Source: an optimization exercise on an open RTL-to-GDS flow (aim: small area and a short achievable clock period). Production flows keep margins and buffers that such runs may drop. Function was checked by simulation only, so behaviour that the tests miss may differ from the original. No activity file was given, so power comes from the tool's default toggle rates.

Setup of build 87:
Design RISC_TOY_SYS, start of the top module:
module RISC_TOY_SYS (
    input  wire          CLK,
    input  wire          RSTN,
    output wire          IREQ,
    output wire [29:0]   IADDR,
    input  wire [31:0]   INSTR,
    output wire          DREQ,
    output wire [1:0]    DRW,
    output wire [29:0]   DADDR,
    output wire [31:0]   DWDATA,
    input  wire [31:0]   DRDATA,
    output wire [31:0]   CONSIG,
    input  wire [31:0]   IPIN,
    output wire [31:0]   IPOUT
);
export LEC_CHECK = 0
export CAP_MARGIN = 20
export CORE_MARGIN = 2
export CORE_UTILIZATION = 55
export CTS_CLUSTER_DIAMETER = 100
export CTS_CLUSTER_SIZE = 24
export SETUP_SLACK_MARGIN = 0.2
export SLEW_MARGIN = 20
create_clock -name core_clock -period 14.0 [get_ports {CLK}]
standard.sh (not shown) runs the stock make flow with config.mk's settings and CLKGATE_MAP_FILE= SYNTH_SCRIPT=/design/flow/synth_recipe.tcl, a recipe that flattens the netlist after the stock synthesis.
==> flow/flow/run.sh <==
#!/bin/bash
# Own flow for RISC_TOY_SYS. Runs in the standard flow's work folder (design.v,
# config.mk, standard.sh, synth_recipe.tcl, flow/, out/).
#  1. design_gl.v: design.v with two combinational modules replaced by
#     gate-level ones (flow/gen_gl.py): the register file's read selector
#     (RFREAD, an a222oi AND-OR tree) and the EX operand selector's last
#     gate (OPMUX, a21o). They have no registers, so the registers are the
#     standard synthesis's.
#  2. Synthesis is synth_recipe.tcl with the ABC pass called through a Tcl
#     proc (same arguments; the script is flow/abc.script if present).
#  3. the standard layout (standard.sh) with small port buffers
#     (buf_2) instead of buffer_ports' default delay cells, and repair_timing
#     aimed below the clock period (the SDC is unchanged); RSTN and IREQ
#     pins placed side by side (flow/io.tcl).
# Each tool's output goes to a log file of its own here.
set -euo pipefail
W=$(pwd)
python3 flow/gen_gl.py "$W/rfread_gl.v" > gen_gl.log 2>&1
python3 - "$W/design.v" "$W/rfread_gl.v" "$W/design_gl.v" > design_gl.log 2>&1 <<'PY'
import re, sys
src = open(sys.argv[1]).read()
gl = open(sys.argv[2]).read()
for m in ("RFREAD", "OPMUX"):
    pat = re.compile(r"\bmodule\s+" + m + r"\b.*?\bendmodule\b", re.S)
    assert len(pat.findall(src)) == 1, m + " not found exactly once"
    src = pat.sub("", src)
open(sys.argv[3], "w").write(src + "\n" + gl)
print("design_gl.v written")
PY
# ABC: ORFS's script, or flow/abc.script when there is one
if [[ -f flow/abc.script ]]; then
  ABCP="set i [lsearch \$args -script]; if {\$i >= 0} { lset args [expr {\$i+1}] $W/flow/abc.script }; "
else
  ABCP=""
fi
{
  echo 'proc synth {args} { yosys synth -nofsm -noshare {*}$args }'
  echo "proc abc {args} { ${ABCP}yosys abc {*}\$args }"
  tail -n +2 synth_recipe.tcl
} > my_synth.tcl
bash standard.sh \
  "VERILOG_FILES=$W/design_gl.v" \
  "SYNTH_SCRIPT=$W/my_synth.tcl" \
  "BUFFER_PORTS_ARGS=-buffer_cell sky130_fd_sc_hd__buf_2" \
  "SETUP_SLACK_MARGIN=8.4" \
  "IO_CONSTRAINTS=$W/flow/io.tcl" \
  finish > standard_flow.log 2>&1
==> flow/flow/io.tcl <==
# Keep RSTN and IREQ (IREQ = RSTN through the two port buffers) side by side.
set_io_pin_constraint -pin_names {RSTN IREQ} -group -order
Other scripts of this flow, unchanged in this note and not shown: flow/flow/gen_gl.py
Input changes introduced in build 74 (baseline for comparison: build 87):
# build 87
export LEC_CHECK = 0
export CAP_MARGIN = 20
export CORE_MARGIN = 2
export CORE_UTILIZATION = 55
export CTS_CLUSTER_DIAMETER = 100
export CTS_CLUSTER_SIZE = 24
export SETUP_SLACK_MARGIN = 0.2
export SLEW_MARGIN = 20
create_clock -name core_clock -period 14.0 [get_ports {CLK}]
# build 74
export LEC_CHECK = 0
export CAP_MARGIN = 20
export CORE_MARGIN = 2
export CORE_UTILIZATION = 62
export CTS_BUF_LIST = sky130_fd_sc_hd__clkbuf_8
export CTS_CLUSTER_DIAMETER = 80
export CTS_CLUSTER_SIZE = 14
export PLACE_DENSITY = 0.68
export SETUP_SLACK_MARGIN = 0.2
export SLEW_MARGIN = 20
create_clock -name core_clock -period 14.0 [get_ports {CLK}]
--- a/flow/flow/run.sh
+++ b/flow/flow/run.sh
@@ -11,5 +11,5 @@
 #  3. the standard layout (standard.sh) with small port buffers
-#     (buf_2) instead of buffer_ports' default delay cells, and repair_timing
-#     aimed below the clock period (the SDC is unchanged); RSTN and IREQ
-#     pins placed side by side (flow/io.tcl).
+#     (buf_1) instead of buffer_ports' default delay cells, and repair_timing
+#     aimed below the clock period (the SDC is unchanged); clock tree
+#     synthesis without dummy loads.
 # Each tool's output goes to a log file of its own here.
@@ -43,5 +43,6 @@
   "SYNTH_SCRIPT=$W/my_synth.tcl" \
-  "BUFFER_PORTS_ARGS=-buffer_cell sky130_fd_sc_hd__buf_2" \
+  "BUFFER_PORTS_ARGS=-buffer_cell sky130_fd_sc_hd__buf_1" \
   "SETUP_SLACK_MARGIN=8.4" \
-  "IO_CONSTRAINTS=$W/flow/io.tcl" \
+  "MAX_REPAIR_ANTENNAS_ITER_DRT=10" \
+  "CTS_ARGS=-sink_clustering_enable -repair_clock_nets -sink_clustering_size 14 -sink_clustering_max_diameter 80 -buf_list sky130_fd_sc_hd__clkbuf_8 -dont_use_dummy_load" \
   finish > standard_flow.log 2>&1
removed: flow/flow/io.tcl
## What came out
- Comparing build 87 against build 74, there is no change at all in cell depth of the worst hold path.
- ~same fraction of the mapped netlist area in compound gates in build 87 and build 74
- Build 74 vs build 87 — number of DRC markers after the initial detailed-route iteration climbed by a few percent
- Build 74 -> build 87: ratio of final minimum period to clock period flat
- Build 74 against build 87: combinational fraction of design power up 0.7 points; met3 layer usage reported by global route grew by 4.1 points; utilization picked up an extra 7.0 points; clock network contribution to total cell area went down.
Inputs modified between build 74 and build 22:
# build 74
export LEC_CHECK = 0
export CAP_MARGIN = 20
export CORE_MARGIN = 2
export CORE_UTILIZATION = 62
export CTS_BUF_LIST = sky130_fd_sc_hd__clkbuf_8
export CTS_CLUSTER_DIAMETER = 80
export CTS_CLUSTER_SIZE = 14
export PLACE_DENSITY = 0.68
export SETUP_SLACK_MARGIN = 0.2
export SLEW_MARGIN = 20
create_clock -name core_clock -period 14.0 [get_ports {CLK}]
# build 22
export LEC_CHECK = 0
export CAP_MARGIN = 20
export CORE_MARGIN = 2
export CORE_UTILIZATION = 55
export CTS_CLUSTER_DIAMETER = 100
export CTS_CLUSTER_SIZE = 24
export SETUP_SLACK_MARGIN = 0.2
export SLEW_MARGIN = 20
create_clock -name core_clock -period 14.0 [get_ports {CLK}]
--- a/flow/flow/run.sh
+++ b/flow/flow/run.sh
@@ -11,5 +11,4 @@
 #  3. the standard layout (standard.sh) with small port buffers
-#     (buf_1) instead of buffer_ports' default delay cells, and repair_timing
-#     aimed below the clock period (the SDC is unchanged); clock tree
-#     synthesis without dummy loads.
+#     (buf_2) instead of buffer_ports' default delay cells, and repair_timing
+#     aimed below the clock period (the SDC is unchanged).
 # Each tool's output goes to a log file of its own here.
@@ -43,6 +42,4 @@
   "SYNTH_SCRIPT=$W/my_synth.tcl" \
-  "BUFFER_PORTS_ARGS=-buffer_cell sky130_fd_sc_hd__buf_1" \
+  "BUFFER_PORTS_ARGS=-buffer_cell sky130_fd_sc_hd__buf_2" \
   "SETUP_SLACK_MARGIN=8.4" \
-  "MAX_REPAIR_ANTENNAS_ITER_DRT=10" \
-  "CTS_ARGS=-sink_clustering_enable -repair_clock_nets -sink_clustering_size 14 -sink_clustering_max_diameter 80 -buf_list sky130_fd_sc_hd__clkbuf_8 -dont_use_dummy_load" \
   finish > standard_flow.log 2>&1
==> summary.txt <==
Going from build 74 to build 22, routed wire length on met3 lost about 12%; area growth from synthesis to final layout picked up an extra 1.7 points; core utilization went down. Build 22 vs. build 74: number of post-CTS setup repair buffers went down by 10. Compared with build 74, in build 22 slew at the pin with the worst max-slew slack has increased; count of placed standard cells in the final layout, fillers left out went up by 295; share of total power in combinational logic went down 0.8 points; number of global-route vias before repair fell about 2.8%. Comparing build 74 against build 22, there is no change at all in number of design rule violations left after detail routing. Build 22: flow completed, timing, DRC and antenna clean. | total wire length | build 22 vs build 74 | worse |.
diff inputs: build 22 => build 26
==> flow/flow/abc.script (new file) <==
strash
dch
amap
topo
stime -c
buffer -c
upsize -c
dnsize -c
Notes after the runs:
Relative to build 22, the routed metal-1 wirelength measured on build 26 has decreased slightly.
Build 26 vs build 22 on time the final worst path needs with I/O delays and setup: build 26 is the higher one.
Clock-buffer cell count ended up 2 higher on build 26 than on build 22.
Part of the power in combinational logic ends up higher on build 22.
The area taken by flip-flops and latches was comparable across build 26 and build 22.
Vertical extent of the die ended up 0.70% lower on build 26 than on build 22.
Build 26 against build 22: synthesized cell count went up by about 5.6%; overall fraction of global-route tracks in use went up by 2.8 points.

what the ideal ports hide:
The results above use ideal ports. As a check the final layouts listed here were re-extracted and re-timed, cells and wires unchanged. Step 1 sets driving cells, clkbuf_16 on the clock port and buf_2 on the other inputs (assumed; they add their load-dependent delay and slew). Step 2 moves the port delays by t, midway between the first and last clock arrival at a register: inputs arrive t later, outputs are due t later. That takes back most of the time a late clock gives input paths. Three values: ideal, step 1, step 2; two values: the first two.
| run | shift t [ns] | setup slack, ns | hold slack, ns | latest minus earliest clock arrival (ns) |
|---|---|---|---|---|
| build 87 | 0.866 | 8.189 / 7.943 / 7.448 | 0.336 / 0.336 / 0.336 | 0.056 / 0.056 |
| build 74 | 0.998 | 8.170 / 8.102 / 7.297 | 0.340 / 0.340 / 0.340 | 0.127 / 0.126 |
| build 22 | 0.857 | 8.191 / 8.039 / 7.463 | 0.349 / 0.349 / 0.349 | 0.063 / 0.064 |
| build 26 | 0.859 | 7.375 / 7.289 / 6.465 | 0.349 / 0.349 / 0.349 | 0.095 / 0.094 |
After both steps every run listed still meets setup and hold. For build 26, which loses most, drivers alone change the setup slack by -0.086 ns; drivers and shift together by -0.910 ns.
